Background: an optimization exercise with open tools, aiming at small area. Do not read the settings as production practice.
Function was checked by simulation only, so behaviour that the tests miss may differ from the original.
Power figures rest on the tool's default switching activity, not on a simulated workload.

Design vga_top, start of the top module:
module vga_top(
	input ClkPort,  
	input BtnC,     
	input BtnU,
	input BtnR,
	input BtnL,
	input BtnD,
	output hSync, vSync,
	output [3:0] vgaR, vgaG, vgaB,
	output An0, An1, An2, An3, An4, An5, An6, An7,
	output Ca, Cb, Cc, Cd, Ce, Cf, Cg, Dp,
	output MemOE, MemWR, RamCS, QuadSpiFlashCS
	);
	wire Reset = BtnC;
	wire bright;
	wire [9:0] hc, vc;
	wire [15:0] score;
	wire health0;
	wire [11:0] rgb;
	reg [6:0] DIV_HI;
	wire div_lo_end = &hc[4:0];
	always @ (posedge ClkPort)
	begin : CLOCK_DIVIDER
		if (Reset)
			DIV_HI <= 0;
		else
			DIV_HI <= DIV_HI + {6'd0, div_lo_end};
	end
	wire [11:0] DIV_CLK = {DIV_HI, hc[4:0]};
	wire move_tick = (DIV_HI == 7'h3F) && div_lo_end;    
	display_controller dc(.clk(ClkPort), .rst(Reset), .hSync(hSync), .vSync(vSync), .bright(bright), .hCount(hc), .vCount(vc));
	block_controller sc(.clk(ClkPort), .tick(move_tick), .bright(bright), .rst(Reset), .up(BtnU), .down(BtnD), .left(BtnL), .right(BtnR),
		.hCount(hc), .vCount(vc), .rgb(rgb), .health0(health0), .score(score));
	assign vgaR = rgb[11 : 8];
	assign vgaG = rgb[7  : 4];
	assign vgaB = rgb[3  : 0];
	assign {MemOE, MemWR, RamCS, QuadSpiFlashCS} = 4'b1111;
	wire [2:0] ssdscan_clk = DIV_CLK[11:9];
	assign An0 = ~(ssdscan_clk == 3'd0);
	assign An1 = ~(ssdscan_clk == 3'd1);
	assign An2 = ~(ssdscan_clk == 3'd2);
	assign An3 = ~(ssdscan_clk == 3'd3);
	assign An4 = ~(ssdscan_clk == 3'd4);
	assign An5 = ~(ssdscan_clk == 3'd5);
	assign An6 = ~(ssdscan_clk == 3'd6);
	assign An7 = ~(ssdscan_clk == 3'd7);
	reg [3:0] SSD;
	always @(*) begin
		case (ssdscan_clk)
			3'd0: SSD = {3'b000, health0};
			3'd4: SSD = score[3:0];
			3'd5: SSD = score[7:4];
			3'd6: SSD = score[11:8];
			3'd7: SSD = score[15:12];
			default: SSD = 4'b0000;
		endcase
	end
	reg [7:0] SSD_CATHODES;
	always @(*) begin
		case (SSD)  
  ...
export LEC_CHECK = 0
export CAP_MARGIN = 20
export CORE_MARGIN = 2
export CORE_UTILIZATION = 55
export CTS_BUF_LIST = sky130_fd_sc_hd__clkbuf_8
export SLEW_MARGIN = 20
create_clock -name core_clock -period 12.0 [get_ports {ClkPort}]
standard.sh (not shown) runs the stock make flow with config.mk's settings and CLKGATE_MAP_FILE= SYNTH_SCRIPT=/design/flow/synth_recipe.tcl, a recipe that flattens the netlist after the stock synthesis.
==> flow/flow/run.sh <==
#!/bin/bash
# Own layout flow:
#  1. the standard synthesis (standard.sh, up to 1_2_yosys.v);
#  2. the combinational logic between the registers re-mapped for area by
#     ABC (flow/resynth.tcl); every register instance, its name and its cell
#     are kept exactly as the standard synthesis made them;
#  3. the standard layout steps from that netlist on (standard.sh finish),
#     with the ports buffered by buf_1 cells and a clock tree without
#     dummy loads.
# Each tool writes its full output to a log file of its own in this folder.
set -euo pipefail
W=$(pwd)
R=$W/orfs/results/$FLOW_PLATFORM/vga_top/base

bash standard.sh "$R/1_2_yosys.v" > 1_synth_standard.log 2>&1
cp "$R/1_2_yosys.v" "$W/1_2_yosys_standard.v"

RS_IN="$W/1_2_yosys_standard.v" RS_OUT="$W/1_2_yosys_resynth.v" \
  yosys -c flow/resynth.tcl > 1_resynth_yosys.log 2>&1
cp "$W/1_2_yosys_resynth.v" "$R/1_2_yosys.v"
touch "$R/1_2_yosys.v"

# Every port still gets its own buffer, but the smallest one (buf_1) rather
# than the delay buffer the resizer picks by default. The clock tree is built
# from clkbuf_8 cells and without the dummy loads CTS adds to even out the
# load of its leaf nets.
bash standard.sh finish \
  "BUFFER_PORTS_ARGS=-buffer_cell sky130_fd_sc_hd__buf_1" \
  "CTS_ARGS=-sink_clustering_enable -repair_clock_nets -dont_use_dummy_load -buf_list sky130_fd_sc_hd__clkbuf_8" \
  > 2_layout_standard.log 2>&1
test -f out/final.def
Other scripts of this flow, unchanged in this note and not shown: flow/flow/resynth.tcl
Next try:
--- a/flow/design.v
+++ b/flow/design.v
@@ -244,25 +244,27 @@
 				if ((goomba_xpos == 11'd400) && y_gt440)
 					health <= 1'b0;
 				if (score_flag && (&coin_count))
 					score_flag <= 1'b0;
 				else if (|coin_hit)
 					score_flag <= 1'b1;
 			end
 		end
 	end
 	wire [11:0] H  = {2'b0, hCount};
 	wire [11:0] V  = {2'b0, vCount};
-	wire [11:0] S  = H + X;                                 
+	wire c_rows = ~(vCount[9] | vCount[8]) & ~(&vCount[7:5]);   
+	wire [11:0] SA = H + (c_rows ? ~{2'b0, cloud_xpos} : X) + {11'd0, c_rows};
+	wire [11:0] S  = SA;                                     
 	wire [11:0] SG = H + {1'b0, goomba_xpos};               
-	wire [10:0] DC = {1'b0, hCount} - {1'b0, cloud_xpos};   
+	wire [10:0] DC = SA[10:0];                               
 	wire [10:0] DY = {1'b0, vCount} - {1'b0, ypos};         
 	wire [11:0] DCu = {1'b0, DC};
 	wire [11:0] DYu = {1'b0, DY};
 	wire player = DY[10] ? ge(DYu, 12'h7FB) : le(DYu, 5);
 	wire player_fill = player && inr(H, 395, 405);
 	wire pipe_fill = inr(V, 350, 450) && (inr(S, 610, 660) || inr(S, 760, 810) || inr(S, 960, 1010));
 	wire cloud_fill =
 		(inr(V, 145, 155) && (DC[10] ? ge(DCu, 12'h7EC) : le(DCu, 20))) ||
 		(inr(V, 70, 80)   && !DC[10] && inr(DCu, 95, 145)) ||
 		(inr(V, 145, 155) && !DC[10] && inr(DCu, 185, 215)) ||
 		(inr(V, 190, 200) && !DC[10] && inr(DCu, 85, 115));
Effect: Hold slack is about the same. Total power grows by about 3.7%. Routed wire length shrinks by about 1.8%. Utilization shrinks by 0.48 points. Worst setup slack degrades by 2.3 ns. Clock skew grows by 0.015 ns. Non-clock buffer count does not change. Register-to-register slack improves by 0.21 ns. Fmax shrinks by about 22%. Via count shrinks by about 2%.

## static timing again, ports no longer ideal
No port has a modelled driver above. Below, the same layouts with a new extraction and two added sets of constraints.
Step 1, drivers: a clkbuf_16 drives ClkPort and a buf_2 each remaining input, both assumed.
Step 2 moves the port delays by t, midway between the first and last clock arrival at a register: inputs arrive t later, outputs are due t later. That takes back most of the time a late clock gives input paths.
Slacks: ideal / step 1 / step 2; pairs: ideal / step 1.
run | t, ns | slack for setup (ns) | worst hold slack (ns) | clock arrival spread, ns
the first run | 0.494 | 3.900 / 3.858 / 4.352 | 0.461 / 0.461 / 0.461 | 0.021 / 0.021
the second run | 0.473 | 1.601 / 1.558 / 2.030 | 0.459 / 0.459 / 0.459 | 0.039 / 0.039
After both steps every run listed still meets setup and hold.
